This design comes from an exercise in tuning for small area, a short achievable clock period and few clock cycles on the open sky130 flow, not from production work.
RTL that was checked went through simulation tests only; none was proved equivalent to the original.
Only the layout flow was run in run 2; the RTL was not checked for function there.

==> flow/design.v, too long to show whole: its modules and the start of the top module <==
// module CONV: 2273 lines
// module CONV_fa: 4 lines
module  CONV(
            input		  clk,
            input		  reset,
            output		  busy,
            input		  ready,
            output [11:0] iaddr,
            input  [19:0] idata,
            output	 	  cwr,
            output [11:0] caddr_wr,
            output [19:0] cdata_wr,
            output	 	  crd,
            output [11:0] caddr_rd,
            input  [19:0] cdata_rd,
            output [ 2:0] csel
        );
  // ...
==> flow/flow/run.sh <==
#!/bin/bash
# Own layout flow: the standard flow (standard.sh, unchanged synthesis,
# floorplan, power grid and tap cells), with buf_2 cells as the port buffers
# instead of the delay buffer buffer_ports picks by default, and repair_timing
# aiming for 7.0 ns of setup slack.
# The full make/ORFS output goes to flow_standard.log in the work folder;
# ORFS also keeps a log per step under orfs/logs.
set -euo pipefail
bash standard.sh \
  "BUFFER_PORTS_ARGS=-buffer_cell sky130_fd_sc_hd__buf_2" \
  SETUP_SLACK_MARGIN=7.0 \
  finish > flow_standard.log 2>&1
==> flow/standard.sh <==
#!/bin/bash
# synth_recipe.tcl (not shown) runs the flow's synth.tcl, then flattens the netlist and writes it again
# the make line also repeats each setting of config.mk as NAME=value (left out here)
make -C /OpenROAD-flow-scripts/flow DESIGN_CONFIG=/design/flow/config.mk WORK_HOME=/design/flow/orfs CLKGATE_MAP_FILE= SYNTH_SCRIPT=/design/flow/synth_recipe.tcl "${@:-finish}"
==> flow/config.mk <==
export PLATFORM = sky130hd
export DESIGN_NAME = CONV
export DESIGN_NICKNAME = CONV
export VERILOG_FILES = /design/flow/design.v
export SDC_FILE = /design/flow/constraint.sdc
export NUM_CORES = 4
export LEC_CHECK = 0
export ABC_AREA = 1
export CAP_MARGIN = 20
export CORE_MARGIN = 2
export CORE_UTILIZATION = 40
export CTS_CLUSTER_DIAMETER = 100
export CTS_CLUSTER_SIZE = 25
export SLEW_MARGIN = 20
export SYNTH_HIERARCHICAL = 1
==> flow/constraint.sdc <==
create_clock -name core_clock -period 10.0 [get_ports {clk}]
set_input_delay 2.0000 -clock core_clock [delete_from_list [all_inputs] [get_ports {clk}]]
set_output_delay 2.0000 -clock core_clock [all_outputs]
set_load 0.01 [all_outputs]
==> metrics.yaml, run 1 <==
synth:
  synth_fa_ha_area_frac: 0.463
  synthXorXnorAreaFrac: 0.00445
  ys_ff_latch: 915
  synth_cell_type_count: 48
  syn_avg_cell_area_um2: 13.7
  yosysTopAreaCellShare: 0.437
floorplan:
  die_area_um2: 116000
  die_h_um: 340
  coreArea_um2: 112000
clock_tree:
  cts_resized: 187
  cts_setup_buffers: 8
  holdBufCountCts: 0
  insertion_delay_ns: 0.71
final_layout:
  diodes: 1
  multi_input_area_share: 0.503
  seq_share: 0.379
  seq_cell_count: 915
  reg_top3: "sr (460), r1 (241), r2 (73)"
global_routing:
  grt.busiest_layer: "met2"
timing:
  relSlewSlack: 0.472
setup_path:
  r2r_end: "r1[13]"
  cp_cell_sequence: "buf_2"
  worst-path-stages: 1
status:
  status: "complete, no violations"
placed_design:
  numPortBuffers: 102
Testbench counts, summed over its fixed seeds: cycles 94,302.
==> run 2, diff against run 1 <==
--- a/flow/design.v
+++ b/flow/design.v
@@ -2198,21 +2198,22 @@
 wire w2135, w2136;
 CONV_fa uw2135 (w1959, w2040, w2134, w2135, w2136);
 wire w2137 = ~w2041;
 wire w2138, w2139;
 CONV_fa uw2138 (w2042, w1961, w2137, w2138, w2139);
 wire w2140 = ~w2044;
 wire w2141, w2142;
 CONV_fa uw2141 (r1[241], w2043, w2140, w2141, w2142);
-reg [73:0] r2;
-always @(posedge clk) r2 <= {w2045, w2142, w2141, w2139, w2138, w2136, w2135, w2133, w2132, w2130, w2129, w2127, w2126, w2124, w2123, w2121, w2120, w2118, w2117, w2115, w2114, w2112, w2111, w2109, w2108, w2106, w2105, w2103, w2102, w2100, w2099, w2097, w2096, w2094, w2093, w2091, w2090, w2088, w2087, w2085, w2084, w2082, w2081, w2079, w2078, w2076, w2075, w2073, w2072, w2070, w2069, w2068, w2067, w2065, w2064, w2062, w2061, w2059, w2058, w2056, w2055, w2053, w2052, w2050, w2049, w2047, r1[8], w2046, r1[5], r1[4], r1[3], r1[2], r1[1], r1[0]};
-wire [37:0] suma = {~r2[72], r2[70], ~r2[68], r2[66], ~r2[64], ~r2[62], r2[60], r2[58], r2[56], ~r2[54], ~r2[52], r2[50], r2[48], r2[46], r2[44], ~r2[42], r2[40], r2[38], r2[36], r2[34], r2[32], ~r2[30], r2[28], r2[26], r2[24], r2[22], ~r2[20], ~r2[18], r2[16], r2[14], r2[12], ~r2[10], r2[8], ~r2[6], ~r2[4], r2[3], r2[1], ~r2[0]};
-wire [37:0] sumb = {~r2[73], ~r2[71], r2[69], ~r2[67], r2[65], ~r2[63], ~r2[61], r2[59], r2[57], r2[55], ~r2[53], ~r2[51], r2[49], r2[47], r2[45], r2[43], ~r2[41], r2[39], r2[37], r2[35], r2[33], r2[31], ~r2[29], r2[27], r2[25], r2[23], r2[21], ~r2[19], ~r2[17], r2[15], r2[13], r2[11], ~r2[9], ~r2[7], r2[5], 1'b0, ~r2[2], 1'b0};
-wire [37:0] acc  = suma + sumb;
+wire [16:0] lowsum = {1'b0, {w2076, w2073, w2070, w2068, ~w2065, ~w2062, w2059, w2056, w2053, ~w2050, w2047, ~w2046, ~r1[4], r1[3], r1[1], ~r1[0]}} + {1'b0, {~w2078, w2075, w2072, w2069, w2067, ~w2064, ~w2061, w2058, w2055, w2052, ~w2049, ~r1[8], r1[5], 1'b0, ~r1[2], 1'b0}};
+reg [44:0] r2;
+always @(posedge clk) r2 <= {w2045, w2142, w2141, w2139, w2138, w2136, w2135, w2133, w2132, w2130, w2129, w2127, w2126, w2124, w2123, w2121, w2120, w2118, w2117, w2115, w2114, w2112, w2111, w2109, w2108, w2106, w2105, w2103, w2102, w2100, w2099, w2097, w2096, w2094, w2093, w2091, w2090, w2088, w2087, w2085, w2084, w2082, w2081, w2079, lowsum[16]};
+wire [37:0] suma = {~r2[43], r2[41], ~r2[39], r2[37], ~r2[35], ~r2[33], r2[31], r2[29], r2[27], ~r2[25], ~r2[23], r2[21], r2[19], r2[17], r2[15], ~r2[13], r2[11], r2[9], r2[7], r2[5], r2[3], ~r2[1], 1'b0, 1'b0, 1'b0, 1'b0, 1'b0, 1'b0, 1'b0, 1'b0, 1'b0, 1'b0, 1'b0, 1'b0, 1'b0, 1'b0, 1'b0, 1'b0};
+wire [37:0] sumb = {~r2[44], ~r2[42], r2[40], ~r2[38], r2[36], ~r2[34], ~r2[32], r2[30], r2[28], r2[26], ~r2[24], ~r2[22], r2[20], r2[18], r2[16], r2[14], ~r2[12], r2[10], r2[8], r2[6], r2[4], r2[2], 1'b0, 1'b0, 1'b0, 1'b0, 1'b0, 1'b0, 1'b0, 1'b0, 1'b0, 1'b0, 1'b0, 1'b0, 1'b0, 1'b0, 1'b0, 1'b0};
+wire [37:0] acc = {suma[37:16] + sumb[37:16] + r2[0], 16'd0};
 wire [19:0] relu = acc[37] ? 20'd0 : acc[35:16];
 wire       wlow  = wq < 7'd2;
 wire [6:0] wq2   = wlow ? wq + 7'd65 : wq;
 wire [6:0] pt    = wq2 - 7'd3;
 wire [4:0] pi    = pt[5:1];        
 wire       ph    = pt[0];          
 wire [3:0] psx   = wlow ? ws - 4'd1 : ws;
 wire       pact  = wq != 7'd2 && !(ws == 4'd0 && wlow);
==> flow/flow/run.sh (replaced) <==
#!/bin/bash
# Own layout flow: the standard flow (standard.sh, unchanged synthesis,
# floorplan, power grid and tap cells), with buf_2 cells as the port buffers
# instead of the delay buffer buffer_ports picks by default, and repair_timing
# aiming for 6.8 ns of setup slack.
# The full make/ORFS output goes to flow_standard.log in the work folder;
# ORFS also keeps a log per step under orfs/logs.
set -euo pipefail
bash standard.sh \
  "BUFFER_PORTS_ARGS=-buffer_cell sky130_fd_sc_hd__buf_2" \
  SETUP_SLACK_MARGIN=6.8 \
  finish > flow_standard.log 2>&1
==> flow/config.mk (replaced) <==
export PLATFORM = sky130hd
export DESIGN_NAME = CONV
export DESIGN_NICKNAME = CONV
export VERILOG_FILES = /design/flow/design.v
export SDC_FILE = /design/flow/constraint.sdc
export NUM_CORES = 4
export LEC_CHECK = 0
export CAP_MARGIN = 20
export CORE_MARGIN = 2
export CORE_UTILIZATION = 40
export CTS_CLUSTER_DIAMETER = 100
export CTS_CLUSTER_SIZE = 25
export SLEW_MARGIN = 20
export SYNTH_HIERARCHICAL = 1
==> run 2 against run 1 <==
  * Still clean on timing, DRC and antenna
  * Clock skew is 0.028 ns higher
  * Global-route usage is 0.18 points higher
  * Core utilization is 0.12 points higher
  * Sequential share of layout area is 0.41 points higher
  * Via count is 11% lower
  * Critical path depth is 7 higher
  * Critical endpoint is now r2[0]
  * Highest routed layer is now met4
==> metrics.yaml, run 2 <==
floorplan:
  die_x_um: 332  # was 340 um
  die_area_um2: 110000  # was 116000 um^2
  num_rows: 120  # was 123
  initial_core_util: 0.403  # about the same
  die_h_um: 332  # was 340 um
  coreArea_um2: 107000  # was 112000 um^2
  io_pins: 105  # unchanged
clock_tree:
  clock-sinks: 887  # was 915
  insertion_delay_ns: 0.70  # was 0.71 ns
  clk_path_buf_depth: 3  # unchanged
  cts_tree: "done"  # unchanged
  cts_buffers: 47  # was 48
  holdBufCountCts: 0  # unchanged
  root_buffer: "clkbuf_16"  # unchanged
  htreeDepth: 2  # unchanged
  path_clk_slew_ns: 0.10  # about the same
drt:
  drc: 0  # unchanged
  routedWlPerCell_um: 29.2  # was 26.3 um
  ant_nets: 0  # unchanged
  viasPerCell: 4.97  # was 4.84
  first_pass_iters: 5  # unchanged
  vias: 21400  # was 24100
  drt_iter0_drc: 1793  # was 2023
  wl_um: 126000  # was 131000 um
placed_design:
  gp_congestion: 0.981  # was 0.987
  dpl_cell_area_um2: 45300  # was 47600 um^2
  numPortBuffers: 102  # unchanged
  dp_hpwl_um: 97400  # was 102000 um
timing:
  fmax_mhz: 298  # was 307 MHz
  final_max_slew_viol_count: 0  # unchanged
  worstMarginPinSlew_ns: 0.955  # was 0.791 ns
  finalCritPeriodShare: 0.336  # was 0.326
  setup_viol: 0  # unchanged
  relSlewSlack: 0.362  # was 0.472
  hold_viol: 0  # unchanged
  rsz0062_at_grt: "yes"  # unchanged
  min_period_ns: 3.36  # was 3.26 ns
  fin_worst_skew_ns: 0.0697  # was 0.0419 ns
  finalSetupTns_ns: 0  # unchanged
setup_path:
  reg2reg_from: "r1[53]"  # was sr[246]
  cp.required_ns: 10.56  # was 8.00 ns
  crit_fanout: 2  # was 4
  crit_path_start_kind: "flip-flop"  # unchanged
  crit_start: "r1[53]"  # was busy_r
  r2r_end: "r2[0]"  # was r1[13]
  worstRegToRegCells: 8  # was 4
  critical_path.endpoint: "r2[0]"  # was busy
  critPathArrivalTime_ns: 3.92  # was 1.26 ns
  reg2reg_setup_slack_ns: 6.64  # was 7.00 ns
  critPathKind: "reg2reg"  # was reg2out
  end_kind: "flip-flop"  # was output port
global_routing:
  grt_max_degree: 40  # was 41
  antenna_found_initial: 3  # was 5
  grt-ovfl-total: 0  # unchanged
  grt_util_all_layers: 0.233  # was 0.231
  grt_pass1_wl_um: 178000  # was 187000 um
  grt_pass1_vias: 24500  # was 25900
synth:
  yosys_warnings: 7  # unchanged
  synthFlopType: "dfxtp_1"  # unchanged
  yosys-top-cells-count: "fa_1, dfxtp_1, inv_1, ha_1, nor2_1"  # was fa_1, dfxtp_1, inv_1, nand2_1, nor2_1
  synth_top_area_cell: "fa_1"  # unchanged
  synthArstFlopShare: 0.00451  # was 0.00437
  ys_seq_area_frac: 0.418  # was 0.409
  synth_top_cells_by_area: "fa_1, dfxtp_1, ha_1"  # was fa_1, dfxtp_1, inv_1
  netlist_area_um2: 43000  # was 45300 um^2
  synth_cell_type_count: 67  # was 48
  synth-edff-count: 20  # unchanged
  yosysTopAreaCellShare: 0.460  # was 0.437
  ys_ff_latch: 887  # was 915
  synth.most_common_cell: "fa_1"  # unchanged
  syn_avg_cell_area_um2: 15.8  # was 13.7 um^2
  synth_cells: 2719  # was 3312
final_layout:
  design_area_um2: 47300  # was 49600 um^2
  layout_commonest_cell: "fa_1"  # unchanged
  fillers: 9425  # was 10300
  final_util: 0.443  # was 0.441
  final_nets: 4002  # was 4585
  area.growth.synth_to_final_pct: 9.93  # was 9.52%
  final_cell_mix: "fa_1, dfxtp_1, inv_1, dfxtp_2, ha_1"  # was fa_1, dfxtp_1, inv_1, nand2_1, dfxtp_2
  top_register: "sr"  # unchanged
  reg_top3: "sr (460), r1 (241), r2 (45)"  # was sr (460), r1 (241), r2 (73)
  largest_register_ffs: 460  # unchanged
  drive_above_1_share: 0.136  # was 0.127
run:
  drv_cap: 0  # unchanged
min_path:
  holdCritPathClass: "reg2reg"  # unchanged
status:
  status: "complete, no violations"  # unchanged
## run 2: changes by cell type after synthesis, sizes merged, moves of 19 or more
cell,delta
nand2,-368
inv,-215
nand3,-70
nor2,-49
and2,+28
dfxtp,-28
a21oi,-23
mux2,+23
a21bo,+19
xnor2,+19
## run 2: through the flow
stage | hold WS (ns) | instances | setup WS, ns
6_report | 0.315 | 4303 | 6.64
2_1_floorplan | 0.310 | 2739 | 6.82
5_1_grt | 0.323 | 4301 | 6.56
3_3_place_gp | 0.310 | 4214 | 6.52
4_1_cts | 0.321 | 4299 | 6.60
3_5_place_dp | 0.312 | 4215 | 6.50
## run 2: final cells by class
type                    count  area, um^2  area share
diodes                      2        5.00    0.000106
clock inverters            17         310     0.00656
flip-flops and latches    887       18100       0.383
inverters                 223         837      0.0177
clock buffers              54        1230      0.0260
multi-input cells        1584       24100       0.509
repair buffers            133         945      0.0200
well taps                1403        1760      0.0371
## run 2: per-layer routing
metal  GRT usage  vias to the layer above  wire (um)
met4      0.0935                        0       5470
met5           0                        -          0
li1            -                     8660          -
met2       0.384                      815      60800
met1       0.306                    11700      52100
met3      0.0415                      222       7360
## run 2: kinds of logic after synthesis
kind of cell    Yosys count  synth area share
simple gates            234            0.0262
compound gates          172            0.0263
fa+ha+maj              1083             0.487
other cells               2          0.000174
mux                      24           0.00634
buf+inv                 268            0.0260
xor+xnor                 49           0.00997
flops                   887             0.418
## run 2: how the worst min path moves through the flow
stage	start	to	slack (ns)	cells past startpoint
after floorplan	sr[80]	sr[100]	0.31	0
final	sr[297]	sr[317]	0.31	0
after global routing	sr[330]	sr[350]	0.32	0
after CTS	sr[349]	sr[369]	0.32	0
after global placement	sr[140]	sr[160]	0.31	0
after detailed placement	sr[74]	sr[94]	0.31	0
## run 2: critical path: stages (launching register included)
cell and delay [ns]:
dfxtp_1 0.37, fa_2 0.50, fa_2 0.39, fa_1 0.51
inv_1 0.05, fa_1 0.44, ha_1 0.30, a211o_1 0.27
o41a_1 0.45
## run 2: what timing repair did
| action | CTS | global route |
|---|---|---|
| setup endpoints to repair | 178 | 70 |
| pin swaps | 6 | 1 |
| resized for setup | 128 | 38 |
| cloned | 0 | 0 |
| setup buffers | 13 | 2 |
## run 2: Yosys stat by module, one instance, submodules excluded
module | times used | flops+latches | cell area [um^2] | cells
CONV_fa | 987 | 0 | 20.0 | 1
CONV | 1 | 887 | 23300 | 1732

## afterwards: timing with drivers on the ports
The results above use ideal ports. As a check the final layouts listed here were re-extracted and re-timed, cells and wires unchanged. Step 1, drivers: a clkbuf_16 drives clk and a buf_2 each remaining input, both assumed. Step 2 adds t to the input delays and takes it off the output delays; t is the mean of the earliest and latest rising clock arrival at the registers after step 1. Input paths then give back, and output paths get back, about the clock's delay inside the block. Slacks: ideal / step 1 / step 2; pairs: ideal / step 1.
| run | t (ns) | slack for setup (ns) | worst hold slack (ns) | latest minus earliest clock arrival (ns) |
|---|---|---|---|---|
| run 1 | 0.761 | 6.739 / 6.663 / 6.795 | 0.307 / 0.307 / 0.307 | 0.043 / 0.044 |
| run 2 | 0.734 | 6.639 / 6.639 / 6.639 | 0.315 / 0.315 / 0.315 | 0.074 / 0.074 |
After both steps every run listed still meets setup and hold.
